From an optimization exercise on the open Yosys and OpenROAD flow, aimed at small area and a short achievable clock period; shortcuts taken in it are not production practice.
Only simulation tests tie the RTL to the original design; equivalence was not proved.

// Regfiles
module Regfiles(
    input clk,
    input rst,
    input we,
    input [4:0] raddr1,
    input [4:0] raddr2,
    input [4:0] waddr,
    input [31:0] wdata,
    output reg [31:0] rdata1,
    output reg [31:0] rdata2
    );
    reg [31:0] mem [0:31];
    reg [31:0] wb_ndata;
    reg [4:0]  wb_addr;
    reg        wb_valid;
    reg        vz;
    reg        rst_flag;
    wire wr    = we & ~rst;
    wire same  = waddr == wb_addr;
    wire flush = wb_valid & ~(wr & same);
    always @(posedge clk) begin
        if (flush)
            mem[wb_addr] <= wb_ndata;
        wb_ndata <= ~wdata;
        wb_addr  <= waddr;
        wb_valid <= wr;
        vz       <= wr & (rst_flag | (vz & same));
    end
    always @(posedge clk or posedge rst) begin
        if (rst)
            rst_flag <= 1'b1;
        else
            rst_flag <= 1'b0;
    end
    wire [1023:0] words;
    genvar g;
    generate
        for (g = 0; g < 32; g = g + 1) begin : gw
            assign words[32*g +: 32] = mem[g];
        end
    endgenerate
    wire [31:0] q1, q2;
    Regfiles_rdport p1(.a(raddr1), .rf(rst_flag), .zv(vz), .zw(wb_addr), .dn(words), .q(q1));
    Regfiles_rdport p2(.a(raddr2), .rf(rst_flag), .zv(vz), .zw(wb_addr), .dn(words), .q(q2));
    always @(*) begin
        rdata1 = q1;
        rdata2 = q2;
    end
endmodule
Size: roughly 2,300 cells after synthesis, roughly 110 I/O pins, ~0.041 mm² of cells after synthesis.
Settings: LEC_CHECK=0, CAP_MARGIN=20, CORE_MARGIN=2, CORE_UTILIZATION=56, PLACE_DENSITY=0.68, SETUP_SLACK_MARGIN=2.0, SLEW_MARGIN=20; clock period 6.5 ns.
standard.sh (not shown) runs the stock make flow with config.mk's settings and CLKGATE_MAP_FILE= SYNTH_SCRIPT=/design/flow/synth_recipe.tcl, a recipe that flattens the netlist after the stock synthesis.
==> flow/flow/run.sh <==
#!/bin/bash
# Layout flow: the standard ORFS flow (standard.sh), except that
#  - the read-port module Regfiles_rdport is replaced, before synthesis, by a
#    hand-mapped sky130_fd_sc_hd netlist that flow/gen_rdport.py writes (same
#    function as the RTL module); registers are untouched;
#  - port buffers are buf_2 cells, and CTS uses clkbuf_8 cells, clusters of at most 12 sinks, no dummy loads.
set -euo pipefail
python3 -I flow/gen_rdport.py > rdport_cells.v 2> gen_rdport.log
python3 -I flow/subst.py design.v rdport_cells.v design_mapped.v > subst.log 2>&1
export BUFFER_PORTS_ARGS="-buffer_cell sky130_fd_sc_hd__buf_2"
export CTS_ARGS="-sink_clustering_enable -repair_clock_nets -dont_use_dummy_load -buf_list sky130_fd_sc_hd__clkbuf_8 -sink_clustering_size 12 -sink_clustering_max_diameter 60"
bash standard.sh VERILOG_FILES="$PWD/design_mapped.v" finish > standard.log 2>&1
==> flow/flow/gen_rdport.py <==
#!/usr/bin/env python3
"""Writes the gate-level netlist (sky130_fd_sc_hd cells) of module
Regfiles_rdport, one read port of the register file:
q = (rf | (zv & (a == zw))) ? 0 : ~dn[32*a +: 32].

The address is decoded one-hot (sel). For each output bit, a222oi cells give
y = NOT(OR of dn & sel) over groups of 3 entries, which is the selected
entry's bit (dn inverted back) in its group and 1 elsewhere; the last group
(an a221oi) also takes z = rf | (zv & (a == zw)), forcing 0. The output is the
AND of the 11 groups: nand4 / nand4 / nand3, then nor3."""
P = "sky130_fd_sc_hd__"
out = []
w = out.append
n = [0]


def cell(typ, pins):
    n[0] += 1
    conn = ", ".join(".%s(%s)" % (p, s) for p, s in pins)
    w("  %s%s u%d (%s);" % (P, typ, n[0], conn))


def lit(k, v):
    # NOR input that is 0 when a[k] == v
    return "an[%d]" % k if v else "a[%d]" % k


w("module Regfiles_rdport(a, rf, zv, zw, dn, q);")
w("  input [4:0] a;")
w("  input rf;")
w("  input zv;")
w("  input [4:0] zw;")
w("  input [1023:0] dn;")
w("  output [31:0] q;")
w("  wire [4:0] an, x;")
w("  wire [3:0] lo;")
w("  wire [7:0] hi;")
w("  wire [31:0] seln, sel;")
w("  wire t, u, z;")
for k in range(5):
    cell("inv_1", [("A", "a[%d]" % k), ("Y", "an[%d]" % k)])
for j in range(4):
    cell("nor2_1", [("A", lit(0, j & 1)), ("B", lit(1, (j >> 1) & 1)), ("Y", "lo[%d]" % j)])
for m in range(8):
    cell("nor3_1", [("A", lit(2, m & 1)), ("B", lit(3, (m >> 1) & 1)), ("C", lit(4, (m >> 2) & 1)),
                    ("Y", "hi[%d]" % m)])
for i in range(32):
    cell("nand2_1", [("A", "lo[%d]" % (i & 3)), ("B", "hi[%d]" % (i >> 2)), ("Y", "seln[%d]" % i)])
    cell("inv_2", [("A", "seln[%d]" % i), ("Y", "sel[%d]" % i)])
# z = rf | (zv & (a == zw))
for k in range(5):
    cell("xor2_1", [("A", "a[%d]" % k), ("B", "zw[%d]" % k), ("X", "x[%d]" % k)])
cell("nor3_1", [("A", "x[0]"), ("B", "x[1]"), ("C", "x[2]"), ("Y", "t")])
cell("nor2_1", [("A", "x[3]"), ("B", "x[4]"), ("Y", "u")])
cell("a31o_1", [("A1", "zv"), ("A2", "t"), ("A3", "u"), ("B1", "rf"), ("X", "z")])
for b in range(32):
    ys = []
    for k in range(11):
        y = "y%d_%d" % (b, k)
        w("  wire %s;" % y)
        es = list(range(3 * k, min(3 * k + 3, 32)))
        pins = []
        for p, e in zip("ABC", es):
            pins += [(p + "1", "dn[%d]" % (32 * e + b)), (p + "2", "sel[%d]" % e)]
        if len(es) == 3:
            cell("a222oi_1", pins + [("Y", y)])
        else:
            cell("a221oi_1", pins + [("C1", "z"), ("Y", y)])
        ys.append(y)
    hs = []
    for j, part in enumerate([ys[0:4], ys[4:8], ys[8:11]]):
        h = "h%d_%d" % (b, j)
        w("  wire %s;" % h)
        typ = {3: "nand3_1", 4: "nand4_1"}[len(part)]
        cell(typ, [(p, s) for p, s in zip("ABCD", part)] + [("Y", h)])
        hs.append(h)
    cell("nor3_1", [("A", hs[0]), ("B", hs[1]), ("C", hs[2]), ("Y", "q[%d]" % b)])
w("endmodule")
print("\n".join(out))
Other scripts of this flow, unchanged in this note and not shown: flow/flow/subst.py
The baseline passed the timing, design-rule and antenna checks.
Next try:
--- a/flow/flow/gen_rdport.py
+++ b/flow/flow/gen_rdport.py
@@ -6 +6,2 @@
-The address is decoded one-hot (sel). For each output bit, a222oi cells give
+The address is decoded one-hot (sel); the selects and z have one driver
+for output bits 0-15 and one for 16-31. For each output bit, a222oi cells give
@@ -38,2 +39,2 @@
-w("  wire [31:0] seln, sel;")
-w("  wire t, u, z;")
+w("  wire [31:0] seln, sel, selh;")
+w("  wire t, u, z, zh;")
@@ -41 +42 @@
-    cell("inv_1", [("A", "a[%d]" % k), ("Y", "an[%d]" % k)])
+    cell("inv_2", [("A", "a[%d]" % k), ("Y", "an[%d]" % k)])
@@ -43 +44 @@
-    cell("nor2_1", [("A", lit(0, j & 1)), ("B", lit(1, (j >> 1) & 1)), ("Y", "lo[%d]" % j)])
+    cell("nor2_2", [("A", lit(0, j & 1)), ("B", lit(1, (j >> 1) & 1)), ("Y", "lo[%d]" % j)])
@@ -45 +46 @@
-    cell("nor3_1", [("A", lit(2, m & 1)), ("B", lit(3, (m >> 1) & 1)), ("C", lit(4, (m >> 2) & 1)),
+    cell("nor3_2", [("A", lit(2, m & 1)), ("B", lit(3, (m >> 1) & 1)), ("C", lit(4, (m >> 2) & 1)),
@@ -46,0 +48 @@
+# each select has two drivers, one for output bits 0-15 and one for 16-31
@@ -48,2 +50,3 @@
-    cell("nand2_1", [("A", "lo[%d]" % (i & 3)), ("B", "hi[%d]" % (i >> 2)), ("Y", "seln[%d]" % i)])
-    cell("inv_2", [("A", "seln[%d]" % i), ("Y", "sel[%d]" % i)])
+    cell("nand2_2", [("A", "lo[%d]" % (i & 3)), ("B", "hi[%d]" % (i >> 2)), ("Y", "seln[%d]" % i)])
+    cell("inv_4", [("A", "seln[%d]" % i), ("Y", "sel[%d]" % i)])
+    cell("inv_4", [("A", "seln[%d]" % i), ("Y", "selh[%d]" % i)])
@@ -55 +58,2 @@
-cell("a31o_1", [("A1", "zv"), ("A2", "t"), ("A3", "u"), ("B1", "rf"), ("X", "z")])
+cell("a31o_2", [("A1", "zv"), ("A2", "t"), ("A3", "u"), ("B1", "rf"), ("X", "z")])
+cell("a31o_2", [("A1", "zv"), ("A2", "t"), ("A3", "u"), ("B1", "rf"), ("X", "zh")])
@@ -64 +68 @@
-            pins += [(p + "1", "dn[%d]" % (32 * e + b)), (p + "2", "sel[%d]" % e)]
+            pins += [(p + "1", "dn[%d]" % (32 * e + b)), (p + "2", ("sel[%d]" if b < 16 else "selh[%d]") % e)]
@@ -68 +72 @@
-            cell("a221oi_1", pins + [("C1", "z"), ("Y", y)])
+            cell("a221oi_1", pins + [("C1", "z" if b < 16 else "zh"), ("Y", y)])
CORE_UTILIZATION = 50   (was 56)
PLACE_DENSITY = 0.65   (was 0.68)
What happened: Routed wire length came out lower by 3.9%. Critical path depth came out higher by 2. Global-route usage came out lower by 6.1 points. Via count stays flat. Worst setup slack is worse by 0.017 ns. Area after synthesis came out higher by 2.0%. Sequential cell count is unchanged. Cell count came out higher by 9.1%.
Next try:
--- a/flow/flow/gen_rdport.py
+++ b/flow/flow/gen_rdport.py
@@ -6,2 +6 @@
-The address is decoded one-hot (sel); the selects and z have one driver
-for output bits 0-15 and one for 16-31. For each output bit, a222oi cells give
+The address is decoded one-hot (sel). For each output bit, a222oi cells give
@@ -39,2 +38,2 @@
-w("  wire [31:0] seln, sel, selh;")
-w("  wire t, u, z, zh;")
+w("  wire [31:0] seln, sel;")
+w("  wire t, u, z;")
@@ -42 +41 @@
-    cell("inv_2", [("A", "a[%d]" % k), ("Y", "an[%d]" % k)])
+    cell("inv_1", [("A", "a[%d]" % k), ("Y", "an[%d]" % k)])
@@ -44 +43 @@
-    cell("nor2_2", [("A", lit(0, j & 1)), ("B", lit(1, (j >> 1) & 1)), ("Y", "lo[%d]" % j)])
+    cell("nor2_1", [("A", lit(0, j & 1)), ("B", lit(1, (j >> 1) & 1)), ("Y", "lo[%d]" % j)])
@@ -46 +45 @@
-    cell("nor3_2", [("A", lit(2, m & 1)), ("B", lit(3, (m >> 1) & 1)), ("C", lit(4, (m >> 2) & 1)),
+    cell("nor3_1", [("A", lit(2, m & 1)), ("B", lit(3, (m >> 1) & 1)), ("C", lit(4, (m >> 2) & 1)),
@@ -48 +46,0 @@
-# each select has two drivers, one for output bits 0-15 and one for 16-31
@@ -50,3 +48,2 @@
-    cell("nand2_2", [("A", "lo[%d]" % (i & 3)), ("B", "hi[%d]" % (i >> 2)), ("Y", "seln[%d]" % i)])
-    cell("inv_4", [("A", "seln[%d]" % i), ("Y", "sel[%d]" % i)])
-    cell("inv_4", [("A", "seln[%d]" % i), ("Y", "selh[%d]" % i)])
+    cell("nand2_1", [("A", "lo[%d]" % (i & 3)), ("B", "hi[%d]" % (i >> 2)), ("Y", "seln[%d]" % i)])
+    cell("inv_2", [("A", "seln[%d]" % i), ("Y", "sel[%d]" % i)])
@@ -58,2 +55 @@
-cell("a31o_2", [("A1", "zv"), ("A2", "t"), ("A3", "u"), ("B1", "rf"), ("X", "z")])
-cell("a31o_2", [("A1", "zv"), ("A2", "t"), ("A3", "u"), ("B1", "rf"), ("X", "zh")])
+cell("a31o_1", [("A1", "zv"), ("A2", "t"), ("A3", "u"), ("B1", "rf"), ("X", "z")])
@@ -68 +64 @@
-            pins += [(p + "1", "dn[%d]" % (32 * e + b)), (p + "2", ("sel[%d]" if b < 16 else "selh[%d]") % e)]
+            pins += [(p + "1", "dn[%d]" % (32 * e + b)), (p + "2", "sel[%d]" % e)]
@@ -72 +68 @@
-            cell("a221oi_1", pins + [("C1", "z" if b < 16 else "zh"), ("Y", y)])
+            cell("a221oi_1", pins + [("C1", "z"), ("Y", y)])
The new run completed with no timing, DRC or antenna violations.
Maximum frequency stays flat.
Global-route usage climbs by 1.1 points.
Count of clock-buffer cells in the layout is unchanged.

## port drivers added, routing unchanged
The results above use ideal ports. As a check the final layouts listed here were re-extracted and re-timed, cells and wires unchanged.
Step 1 (the two cells are an assumption about what drives the block):
set clk [get_ports {clk}]
set_driving_cell -lib_cell sky130_fd_sc_hd__clkbuf_16 $clk
set_driving_cell -lib_cell sky130_fd_sc_hd__buf_2 [delete_from_list [all_inputs] $clk]
Step 2, shift: input delay + t, output delay - t, t = (earliest + latest rising clock arrival at the registers) / 2. This alone moves slack from input paths to output paths.
Slacks: no drivers / after step 1 / after step 2; pairs: no drivers / after step 1.
run	t (ns)	setup WS [ns]	worst setup path after step 2	pins driven straight from the clock port
the first run	0.782	1.883 / 1.862 / 1.862	input to output	1
the second run	0.812	1.866 / 1.750 / 1.750	input to output	1
the third run	0.787	1.860 / 1.827 / 1.827	input to output	1
After both steps every run listed still meets setup and hold. For the second run, which loses most, drivers alone change the setup slack by -0.116 ns; drivers and shift together by -0.116 ns.
